This is an optimization exercise on Yosys and OpenROAD, whose aim is a short achievable clock period and few clock cycles, not a production implementation. Only simulation tests tie the RTL to the original design; equivalence was not proved. Power figures rest on the tool's default switching activity, not on a simulated workload.

==> build 60 <==
==> flow/design.v <==
`timescale 1ns / 1ps
module myCPU (
    input  wire         cpu_rst,
    input  wire         cpu_clk,
    output wire [13:0]  inst_addr,
    input  wire [31:0]  inst,
    output wire [31:0]  Bus_addr,
    input  wire [31:0]  Bus_rdata,
    output wire         Bus_wen,
    output wire [31:0]  Bus_wdata
);
localparam OP_R    = 7'b0110011;
localparam OP_I    = 7'b0010011;
localparam OP_LOAD = 7'b0000011;
localparam OP_S    = 7'b0100011;
localparam OP_B    = 7'b1100011;
localparam OP_LUI  = 7'b0110111;
localparam OP_JAL  = 7'b1101111;
localparam OP_JALR = 7'b1100111;
wire clk = cpu_clk;
wire rst = cpu_rst;
reg  [31:0] pc_f;
reg  [31:0] bv;
reg  [24:0] btag [0:31];
reg  [29:0] btgt [0:31];
reg         ID_valid;
reg  [31:0] ID_inst;
reg  [31:0] ID_pc;
reg  [31:0] ID_pc4;
reg         ID_pred;
reg  [31:0] ID_pnext;
reg         EX_valid;
reg  [31:0] EX_A, EX_B, EX_S;
reg         EX_sub, EX_arith;
reg         EX_sel_add, EX_sel_and, EX_sel_or, EX_sel_xor, EX_sel_sll, EX_sel_sr, EX_sel_link;
reg  [4:0]  EX_rd;
reg         EX_wen, EX_ld, EX_st, EX_br, EX_jalr, EX_ctrl;
reg  [2:0]  EX_f3;
reg         EX_pred;
reg  [31:0] EX_alt, EX_chk, EX_tgt, EX_link, EX_pc;
reg  [31:0] MEM_res, MEM_sd;
reg         MEM_we, MEM_wen, MEM_ld, MEM_ctrl, MEM_taken;
reg  [4:0]  MEM_rd;
reg  [31:0] MEM_pc, MEM_tgt;
reg  [31:0] WB_val;
reg         WB_wen;
reg  [4:0]  WB_rd;
reg  [31:0] rf [1:31];
wire [4:0]  bidx     = pc_f[6:2];
wire        btb_hit  = bv[bidx] & (btag[bidx] == pc_f[31:7]);
wire [31:0] pc_f4    = pc_f + 32'd4;
wire [31:0] pred_nxt = btb_hit ? {btgt[bidx], 2'b00} : pc_f4;
assign inst_addr = pc_f[15:2];
wire [6:0] op  = ID_inst[6:0];
wire [2:0] f3  = ID_inst[14:12];
wire [4:0] rd  = ID_inst[11:7];
wire [4:0] rs1 = ID_inst[19:15];
wire [4:0] rs2 = ID_inst[24:20];
wire is_r    = (op == OP_R);
wire is_i    = (op == OP_I);
wire is_ld   = (op == OP_LOAD);
wire is_st   = (op == OP_S);
wire is_br   = (op == OP_B);
wire is_lui  = (op == OP_LUI);
wire is_jal  = (op == OP_JAL);
wire is_jalr = (op == OP_JALR);
wire use1    = is_r | is_i | is_ld | is_st | is_br | is_jalr;
wire use2    = is_r | is_st | is_br;
wire wen     = (is_r | is_i | is_ld | is_lui | is_jal | is_jalr) & (rd != 5'd0);
wire use_imm = is_i | is_ld | is_st | is_lui | is_jalr;
wire s = ID_inst[31];
wire [31:0] imm_i = {{20{s}}, ID_inst[31:20]};
wire [31:0] imm_s = {{20{s}}, ID_inst[31:25], ID_inst[11:7]};
wire [31:0] imm_b = {{19{s}}, s, ID_inst[7], ID_inst[30:25], ID_inst[11:8], 1'b0};
wire [31:0] imm_u = {ID_inst[31:12], 12'b0};
wire [31:0] imm_j = {{11{s}}, s, ID_inst[19:12], ID_inst[20], ID_inst[30:21], 1'b0};
wire [31:0] imm   = is_lui ? imm_u : is_st ? imm_s : imm_i;
wire [31:0] id_tgt = ID_pc + (is_jal ? imm_j : imm_b);
wire [31:0] id_chk = ID_pnext - imm_i;
wire        mis_ex;
wire [31:0] ex_res;
wire [31:0] mem_fwd = MEM_ld ? Bus_rdata : MEM_res;
wire h1_ex  = EX_wen  & (EX_rd  == rs1);
wire h2_ex  = EX_wen  & (EX_rd  == rs2);
wire h1_mem = MEM_wen & (MEM_rd == rs1);
wire h2_mem = MEM_wen & (MEM_rd == rs2);
wire h1_wb  = WB_wen  & (WB_rd  == rs1);
wire h2_wb  = WB_wen  & (WB_rd  == rs2);
wire stall = ID_valid & EX_ld & ((h1_ex & use1) | (h2_ex & use2));
wire [31:0] rf1 = (rs1 == 5'd0) ? 32'd0 : rf[rs1];
wire [31:0] rf2 = (rs2 == 5'd0) ? 32'd0 : rf[rs2];
wire [31:0] fwd1 = h1_ex ? ex_res : h1_mem ? mem_fwd : h1_wb ? WB_val : rf1;
wire [31:0] fwd2 = h2_ex ? ex_res : h2_mem ? mem_fwd : h2_wb ? WB_val : rf2;
wire st_taken = is_jal | (is_br & s);
wire is_ctrl  = is_jal | is_jalr | is_br;
wire redir_take = ID_valid & ~ID_pred & st_taken;
wire redir_back = ID_valid & ID_pred & ~is_ctrl;
wire redir_id   = (redir_take | redir_back) & ~stall;
wire id_pred    = redir_take ? 1'b1 : redir_back ? 1'b0 : ID_pred;
wire [31:0] redir_pc = redir_back ? ID_pc4 : id_tgt;
wire [31:0] bx  = EX_B ^ {32{EX_sub}};
wire [31:0] sum = EX_A + bx + {31'd0, EX_sub};
wire        eq  = (EX_A == EX_B);
wire        lt  = (EX_A[31] ^ EX_B[31]) ? EX_A[31] : sum[31];
wire        cond = EX_f3[2] ? (lt ^ EX_f3[0]) : (eq ^ EX_f3[0]);
wire [31:0] sll = EX_A << EX_B[4:0];
wire [31:0] sr  = $signed({EX_arith & EX_A[31], EX_A}) >>> EX_B[4:0];
assign ex_res = ({32{EX_sel_add}}  & sum)
              | ({32{EX_sel_and}}  & (EX_A & EX_B))
              | ({32{EX_sel_or}}   & (EX_A | EX_B))
              | ({32{EX_sel_xor}}  & (EX_A ^ EX_B))
              | ({32{EX_sel_sll}}  & sll)
              | ({32{EX_sel_sr}}   & sr)
              | ({32{EX_sel_link}} & EX_link);
wire mis_br   = EX_br & (cond != EX_pred);
wire mis_jalr = EX_jalr & (EX_A != EX_chk);
assign mis_ex = mis_br | mis_jalr;
wire [31:0] ex_redir = EX_jalr ? sum : EX_alt;
always @(posedge clk or posedge rst) begin
  if (rst) begin
    pc_f     <= 32'd0;
    ID_valid <= 1'b0;
    EX_valid <= 1'b0;
    EX_wen <= 1'b0; EX_ld <= 1'b0; EX_st <= 1'b0; EX_br <= 1'b0; EX_jalr <= 1'b0; EX_ctrl <= 1'b0;
    MEM_we <= 1'b0; MEM_wen <= 1'b0; MEM_ld <= 1'b0; MEM_ctrl <= 1'b0;
    WB_wen <= 1'b0;
  end else begin
    if (mis_ex)        pc_f <= ex_redir;
    else if (stall)    pc_f <= pc_f;
    else if (redir_id) pc_f <= redir_pc;
    else               pc_f <= pred_nxt;
    if (mis_ex | redir_id) ID_valid <= 1'b0;
    else if (!stall)       ID_valid <= 1'b1;
    if (mis_ex | stall | ~ID_valid) begin
      EX_valid <= 1'b0;
      EX_wen <= 1'b0; EX_ld <= 1'b0; EX_st <= 1'b0; EX_br <= 1'b0; EX_jalr <= 1'b0; EX_ctrl <= 1'b0;
    end else begin
      EX_valid <= 1'b1;
      EX_wen  <= wen;
      EX_ld   <= is_ld;
      EX_st   <= is_st;
      EX_br   <= is_br;
      EX_jalr <= is_jalr;
      EX_ctrl <= is_ctrl;
    end
    MEM_we   <= EX_st;
    MEM_wen  <= EX_wen;
    MEM_ld   <= EX_ld;
    MEM_ctrl <= EX_ctrl;
    WB_wen <= MEM_wen;
  end
end
always @(posedge clk or posedge rst) begin
  if (rst) bv <= 32'd0;
  else if (MEM_ctrl) begin
    if (MEM_taken) bv[MEM_pc[6:2]] <= 1'b1;
    else if (btag[MEM_pc[6:2]] == MEM_pc[31:7]) bv[MEM_pc[6:2]] <= 1'b0;
  end
end
always @(posedge clk) begin
  if (MEM_ctrl & MEM_taken) begin
    btag[MEM_pc[6:2]] <= MEM_pc[31:7];
    btgt[MEM_pc[6:2]] <= MEM_tgt[31:2];
  end
  if (!stall) begin
    ID_inst  <= inst;
    ID_pc    <= pc_f;
    ID_pc4   <= pc_f4;
    ID_pred  <= btb_hit;
    ID_pnext <= pred_nxt;
  end
  EX_A       <= use1 ? fwd1 : 32'd0;
  EX_B       <= use_imm ? imm : fwd2;
  EX_S       <= fwd2;
  EX_sub     <= is_br | (is_r & (f3 == 3'b000) & ID_inst[30]);
  EX_arith   <= ID_inst[30];
  EX_sel_add <= ((is_r | is_i) & (f3 == 3'b000)) | is_ld | is_st | is_lui;
  EX_sel_and <= (is_r | is_i) & (f3 == 3'b111);
  EX_sel_or  <= (is_r | is_i) & (f3 == 3'b110);
  EX_sel_xor <= (is_r | is_i) & (f3 == 3'b100);
  EX_sel_sll <= (is_r | is_i) & (f3 == 3'b001);
  EX_sel_sr  <= (is_r | is_i) & (f3 == 3'b101);
  EX_sel_link <= is_jal | is_jalr;
  EX_rd      <= rd;
  EX_f3      <= f3;
  EX_pred    <= id_pred;
  EX_alt     <= id_pred ? ID_pc4 : id_tgt;
  EX_chk     <= id_chk;
  EX_tgt     <= id_tgt;
  EX_link    <= ID_pc4;
  EX_pc      <= ID_pc;
  MEM_res   <= ex_res;
  MEM_sd    <= EX_S;
  MEM_rd    <= EX_rd;
  MEM_taken <= EX_br ? cond : 1'b1;
  MEM_pc    <= EX_pc;
  MEM_tgt   <= EX_jalr ? sum : EX_tgt;
  WB_val <= mem_fwd;
  WB_rd  <= MEM_rd;
  if (WB_wen) rf[WB_rd] <= WB_val;
end
assign Bus_addr  = MEM_res;
assign Bus_wdata = MEM_sd;
assign Bus_wen   = MEM_we;
endmodule
==> flow/run.sh <==
#!/bin/bash
# synth_recipe.tcl (not shown) runs the flow's synth.tcl, then flattens the netlist and writes it again
# the make line also repeats each setting of config.mk as NAME=value (left out here)
make -C /OpenROAD-flow-scripts/flow DESIGN_CONFIG=/design/flow/config.mk WORK_HOME=/design/flow/orfs CLKGATE_MAP_FILE= SYNTH_SCRIPT=/design/flow/synth_recipe.tcl finish
==> flow/config.mk <==
export PLATFORM = sky130hd
export DESIGN_NAME = myCPU
export DESIGN_NICKNAME = myCPU
export VERILOG_FILES = /design/flow/design.v
export SDC_FILE = /design/flow/constraint.sdc
export NUM_CORES = 4
export LEC_CHECK = 0
export ABC_CLOCK_PERIOD_IN_PS = 3000
export CAP_MARGIN = 20
export CORE_MARGIN = 2
export CORE_UTILIZATION = 40
export SETUP_SLACK_MARGIN = 5.0
export SLEW_MARGIN = 20
==> flow/constraint.sdc <==
create_clock -name core_clock -period 8.5 [get_ports {cpu_clk}]
set_input_delay 1.7000 -clock core_clock [delete_from_list [all_inputs] [get_ports {cpu_clk}]]
set_output_delay 1.7000 -clock core_clock [all_outputs]
set_load 0.01 [all_outputs]
==> inputs of build 23, as changes to build 60 <==
==> flow/design.v (replaced) <==
`timescale 1ns / 1ps
module myCPU (
    input  wire         cpu_rst,
    input  wire         cpu_clk,
    output wire [13:0]  inst_addr,
    input  wire [31:0]  inst,
    output wire [31:0]  Bus_addr,
    input  wire [31:0]  Bus_rdata,
    output wire         Bus_wen,
    output wire [31:0]  Bus_wdata
);
localparam OP_R    = 7'b0110011;
localparam OP_I    = 7'b0010011;
localparam OP_LOAD = 7'b0000011;
localparam OP_S    = 7'b0100011;
localparam OP_B    = 7'b1100011;
localparam OP_LUI  = 7'b0110111;
localparam OP_JAL  = 7'b1101111;
localparam OP_JALR = 7'b1100111;
wire clk = cpu_clk;
wire rst = cpu_rst;
reg  [31:0] pc_f;
reg  [31:0] bv;
reg  [8:0]  btag [0:31];
reg  [13:0] btgt [0:31];
reg         ID_valid;
reg  [31:0] ID_inst;
reg  [31:0] ID_pc;
reg  [31:0] ID_pc4;
reg         ID_pred;
reg  [31:0] ID_pnext;
reg         EX_valid;
reg  [31:0] EX_A, EX_B, EX_S;
reg         EX_sub, EX_arith;
reg         EX_sel_add, EX_sel_and, EX_sel_or, EX_sel_xor, EX_sel_sll, EX_sel_sr, EX_sel_link;
reg  [4:0]  EX_rd;
reg         EX_wen, EX_ld, EX_st, EX_br, EX_jal, EX_jalr;
reg  [2:0]  EX_f3;
reg         EX_pnpc4;
reg  [31:0] EX_pnext, EX_chk, EX_tgt, EX_pc4, EX_pc;
reg         mis_r;
reg  [31:0] tgt_r;
reg  [31:0] MEM_res, MEM_sd;
reg         MEM_we, MEM_wen, MEM_ld, MEM_ctrl, MEM_taken, MEM_tagm;
reg  [4:0]  MEM_rd;
reg  [31:0] MEM_pc;
reg  [13:0] MEM_tgt;
reg  [31:0] WB_val;
reg         WB_wen;
reg  [4:0]  WB_rd;
reg  [31:0] rf [1:31];
wire [4:0]  bidx     = pc_f[6:2];
wire        btb_hit  = bv[bidx] & (btag[bidx] == pc_f[15:7]);
wire [31:0] pc_f4    = pc_f + 32'd4;
wire [31:0] pred_nxt = btb_hit ? {pc_f[31:16], btgt[bidx], 2'b00} : pc_f4;
assign inst_addr = pc_f[15:2];
wire [6:0] op  = ID_inst[6:0];
wire [2:0] f3  = ID_inst[14:12];
wire [4:0] rd  = ID_inst[11:7];
wire [4:0] rs1 = ID_inst[19:15];
wire [4:0] rs2 = ID_inst[24:20];
wire is_r    = (op == OP_R);
wire is_i    = (op == OP_I);
wire is_ld   = (op == OP_LOAD);
wire is_st   = (op == OP_S);
wire is_br   = (op == OP_B);
wire is_lui  = (op == OP_LUI);
wire is_jal  = (op == OP_JAL);
wire is_jalr = (op == OP_JALR);
wire use1    = is_r | is_i | is_ld | is_st | is_br | is_jalr;
wire use2    = is_r | is_st | is_br;
wire wen     = (is_r | is_i | is_ld | is_lui | is_jal | is_jalr) & (rd != 5'd0);
wire use_imm = is_i | is_ld | is_st | is_lui | is_jalr;
wire s = ID_inst[31];
wire [31:0] imm_i = {{20{s}}, ID_inst[31:20]};
wire [31:0] imm_s = {{20{s}}, ID_inst[31:25], ID_inst[11:7]};
wire [31:0] imm_b = {{19{s}}, s, ID_inst[7], ID_inst[30:25], ID_inst[11:8], 1'b0};
wire [31:0] imm_u = {ID_inst[31:12], 12'b0};
wire [31:0] imm_j = {{11{s}}, s, ID_inst[19:12], ID_inst[20], ID_inst[30:21], 1'b0};
wire [31:0] imm   = is_lui ? imm_u : is_st ? imm_s : imm_i;
wire [31:0] tgt_b  = ID_pc + imm_b;
wire [31:0] tgt_j  = ID_pc + imm_j;
wire [31:0] id_tgt = is_jal ? tgt_j : tgt_b;
wire [31:0] id_chk = ID_pnext - imm_i;
wire [31:0] mem_fwd = MEM_ld ? Bus_rdata : MEM_res;
wire h1_ex  = EX_wen  & (EX_rd  == rs1);
wire h2_ex  = EX_wen  & (EX_rd  == rs2);
wire h1_mem = MEM_wen & (MEM_rd == rs1);
wire h2_mem = MEM_wen & (MEM_rd == rs2);
wire h1_wb  = WB_wen  & (WB_rd  == rs1);
wire h2_wb  = WB_wen  & (WB_rd  == rs2);
wire stall = ID_valid & EX_ld & ((h1_ex & use1) | (h2_ex & use2));
wire [31:0] rf1 = (rs1 == 5'd0) ? 32'd0 : rf[rs1];
wire [31:0] rf2 = (rs2 == 5'd0) ? 32'd0 : rf[rs2];
wire st_taken = is_jal | (is_br & s);
wire redir_id = ID_valid & ~ID_pred & st_taken & ~stall & ~mis_r;
wire [31:0] bx  = EX_B ^ {32{EX_sub}};
wire [31:0] sum = EX_A + bx + {31'd0, EX_sub};
wire        eq  = (EX_A == EX_B);
wire        lt  = (EX_A[31] ^ EX_B[31]) ? EX_A[31] : sum[31];
wire        cond = EX_f3[2] ? (lt ^ EX_f3[0]) : (eq ^ EX_f3[0]);
wire [31:0] sll = EX_A << EX_B[4:0];
wire [31:0] sr  = $signed({EX_arith & EX_A[31], EX_A}) >>> EX_B[4:0];
wire [31:0] ex_oth = ({32{EX_sel_and}}  & (EX_A & EX_B))
                   | ({32{EX_sel_or}}   & (EX_A | EX_B))
                   | ({32{EX_sel_xor}}  & (EX_A ^ EX_B))
                   | ({32{EX_sel_sll}}  & sll)
                   | ({32{EX_sel_sr}}   & sr)
                   | ({32{EX_sel_link}} & EX_pc4);
wire [31:0] ex_res = ({32{EX_sel_add}} & sum) | ex_oth;
wire eq_tgt = (EX_tgt == EX_pnext);
wire taken  = EX_jal | (EX_br & cond);
wire mis    = EX_valid & ~mis_r & (
                EX_jalr ? (EX_A != EX_chk) :
                taken   ? ~eq_tgt : ~EX_pnpc4);
wire [31:0] red_tgt = EX_jalr ? sum : taken ? EX_tgt : EX_pc4;
wire s1_ex  = use1 & h1_ex;
wire s1_mem = use1 & ~h1_ex & h1_mem;
wire s1_wb  = use1 & ~h1_ex & ~h1_mem & h1_wb;
wire s1_rf  = use1 & ~h1_ex & ~h1_mem & ~h1_wb;
wire s2_ex  = h2_ex;
wire s2_mem = ~h2_ex & h2_mem;
wire s2_wb  = ~h2_ex & ~h2_mem & h2_wb;
wire s2_rf  = ~h2_ex & ~h2_mem & ~h2_wb;
wire [31:0] fwd1 = ({32{s1_ex & EX_sel_add}} & sum) | ({32{s1_ex}} & ex_oth)
                 | ({32{s1_mem}} & mem_fwd) | ({32{s1_wb}} & WB_val) | ({32{s1_rf}} & rf1);
wire [31:0] fwd2 = ({32{s2_ex & EX_sel_add}} & sum) | ({32{s2_ex}} & ex_oth)
                 | ({32{s2_mem}} & mem_fwd) | ({32{s2_wb}} & WB_val) | ({32{s2_rf}} & rf2);
wire [31:0] opb  = ({32{~use_imm & s2_ex & EX_sel_add}} & sum) | ({32{~use_imm & s2_ex}} & ex_oth)
                 | ({32{~use_imm & s2_mem}} & mem_fwd) | ({32{~use_imm & s2_wb}} & WB_val)
                 | ({32{~use_imm & s2_rf}} & rf2) | ({32{use_imm}} & imm);
always @(posedge clk or posedge rst) begin
  if (rst) begin
    pc_f     <= 32'd0;
    ID_valid <= 1'b0;
    EX_valid <= 1'b0;
    EX_wen <= 1'b0; EX_ld <= 1'b0; EX_st <= 1'b0; EX_br <= 1'b0; EX_jal <= 1'b0; EX_jalr <= 1'b0;
    mis_r <= 1'b0;
    MEM_we <= 1'b0; MEM_wen <= 1'b0; MEM_ld <= 1'b0; MEM_ctrl <= 1'b0;
    WB_wen <= 1'b0;
  end else begin
    if (mis_r)         pc_f <= tgt_r;
    else if (stall)    pc_f <= pc_f;
    else if (redir_id) pc_f <= id_tgt;
    else               pc_f <= pred_nxt;
    if (mis_r | redir_id) ID_valid <= 1'b0;
    else if (!stall)      ID_valid <= 1'b1;
    if (mis_r | stall | ~ID_valid) begin
      EX_valid <= 1'b0;
      EX_wen <= 1'b0; EX_ld <= 1'b0; EX_st <= 1'b0; EX_br <= 1'b0; EX_jal <= 1'b0; EX_jalr <= 1'b0;
    end else begin
      EX_valid <= 1'b1;
      EX_wen  <= wen;
      EX_ld   <= is_ld;
      EX_st   <= is_st;
      EX_br   <= is_br;
      EX_jal  <= is_jal;
      EX_jalr <= is_jalr;
    end
    mis_r <= mis;
    MEM_we   <= EX_st & ~mis_r;
    MEM_wen  <= EX_wen & ~mis_r;
    MEM_ld   <= EX_ld & ~mis_r;
    MEM_ctrl <= (EX_br | EX_jal | EX_jalr) & ~mis_r;
    WB_wen <= MEM_wen;
  end
end
always @(posedge clk or posedge rst) begin
  if (rst) bv <= 32'd0;
  else if (MEM_ctrl) begin
    if (MEM_taken)     bv[MEM_pc[6:2]] <= 1'b1;
    else if (MEM_tagm) bv[MEM_pc[6:2]] <= 1'b0;
  end
end
always @(posedge clk) begin
  if (MEM_ctrl & MEM_taken) begin
    btag[MEM_pc[6:2]] <= MEM_pc[15:7];
    btgt[MEM_pc[6:2]] <= MEM_tgt;
  end
  if (!stall) begin
    ID_inst  <= inst;
    ID_pc    <= pc_f;
    ID_pc4   <= pc_f4;
    ID_pred  <= btb_hit;
    ID_pnext <= pred_nxt;
  end
  EX_A       <= fwd1;
  EX_B       <= opb;
  EX_S       <= fwd2;
  EX_sub     <= is_br | (is_r & (f3 == 3'b000) & ID_inst[30]);
  EX_arith   <= ID_inst[30];
  EX_sel_add <= ((is_r | is_i) & (f3 == 3'b000)) | is_ld | is_st | is_lui;
  EX_sel_and <= (is_r | is_i) & (f3 == 3'b111);
  EX_sel_or  <= (is_r | is_i) & (f3 == 3'b110);
  EX_sel_xor <= (is_r | is_i) & (f3 == 3'b100);
  EX_sel_sll <= (is_r | is_i) & (f3 == 3'b001);
  EX_sel_sr  <= (is_r | is_i) & (f3 == 3'b101);
  EX_sel_link <= is_jal | is_jalr;
  EX_rd      <= rd;
  EX_f3      <= f3;
  EX_pnext   <= redir_id ? id_tgt : ID_pnext;
  EX_pnpc4   <= ~redir_id & (ID_pnext == ID_pc4);
  EX_chk     <= id_chk;
  EX_tgt     <= id_tgt;
  EX_pc4     <= ID_pc4;
  EX_pc      <= ID_pc;
  tgt_r <= red_tgt;
  MEM_res   <= ex_res;
  MEM_sd    <= EX_S;
  MEM_rd    <= EX_rd;
  MEM_taken <= taken | EX_jalr;
  MEM_tagm  <= (btag[EX_pc[6:2]] == EX_pc[15:7]);
  MEM_pc    <= EX_pc;
  MEM_tgt   <= EX_jalr ? sum[15:2] : EX_tgt[15:2];
  WB_val <= mem_fwd;
  WB_rd  <= MEM_rd;
  if (WB_wen) rf[WB_rd] <= WB_val;
end
assign Bus_addr  = MEM_res;
assign Bus_wdata = MEM_sd;
assign Bus_wen   = MEM_we;
endmodule
CTS_BUF_LIST = sky130_fd_sc_hd__clkbuf_16 sky130_fd_sc_hd__clkbuf_8   (was default)
CTS_CLUSTER_DIAMETER = 60   (was default)
CTS_CLUSTER_SIZE = 30   (was default)
==> run summary <==
Between build 60 and build 23, the lower register-to-register slack is in build 60 (gap 0.43 ns). Clock skew: build 23 is higher than build 60 (0.018 ns). Of build 23 and build 60, build 60 has the higher flip-flop and latch count (gap 1036). Between build 23 and build 60, the lower via count is in build 23 (gap 25%, measured against build 60).
==> figures <==
Outcome: build 60 timing/DRC/antenna clean; build 23 timing/DRC/antenna clean
Top-area cell type share of the netlist area: build 60 56.53%; build 23 50.42%
Buf/Inv on CP: build 60 4; build 23 3
Achievable clock frequency: build 60 220.4 MHz; build 23 243.7 MHz
Proportion of layout cells with a drive suffix above 1: build 60 33.00%; build 23 33.56%
Finished Cell Area: build 60 0.1834 sq mm; build 23 0.1313 sq mm
Growth of design area from synthesis to finish: build 60 19.89%; build 23 18.82%
Well-tap cell count: build 60 5038; build 23 3686
Static leakage: build 60 62.72 nW; build 23 44.84 nW
Total detailed-routing wirelength: build 60 561000 um; build 23 403200 um
Testbench counts of build 60, summed over its fixed seeds: cycles 214,292.
Testbench counts of build 23, summed over its fixed seeds: cycles 218,737.

==> separate check: timing with driven ports <==
No port has a modelled driver above. Below, the same layouts with a new extraction and two added sets of constraints.
Step 1 assumes that a clkbuf_16 drives the clock port and a buf_2 every other input.
Step 2 moves the port delays by t, midway between the first and last clock arrival at a register: inputs arrive t later, outputs are due t later. That takes back most of the time a late clock gives input paths.
Three values: no drivers, after step 1, after step 2; two values: the first two.
run | shift t [ns] | slack for setup (ns) | hold WS [ns] | cell pins on the clock port's net
build 60 | 1.042 | 3.962 / 3.962 / 3.962 | 0.313 / 0.313 / 0.313 | 1
build 23 | 0.958 | 4.397 / 4.397 / 4.397 | 0.331 / 0.331 / 0.331 | 1
After both steps every run listed still meets setup and hold.
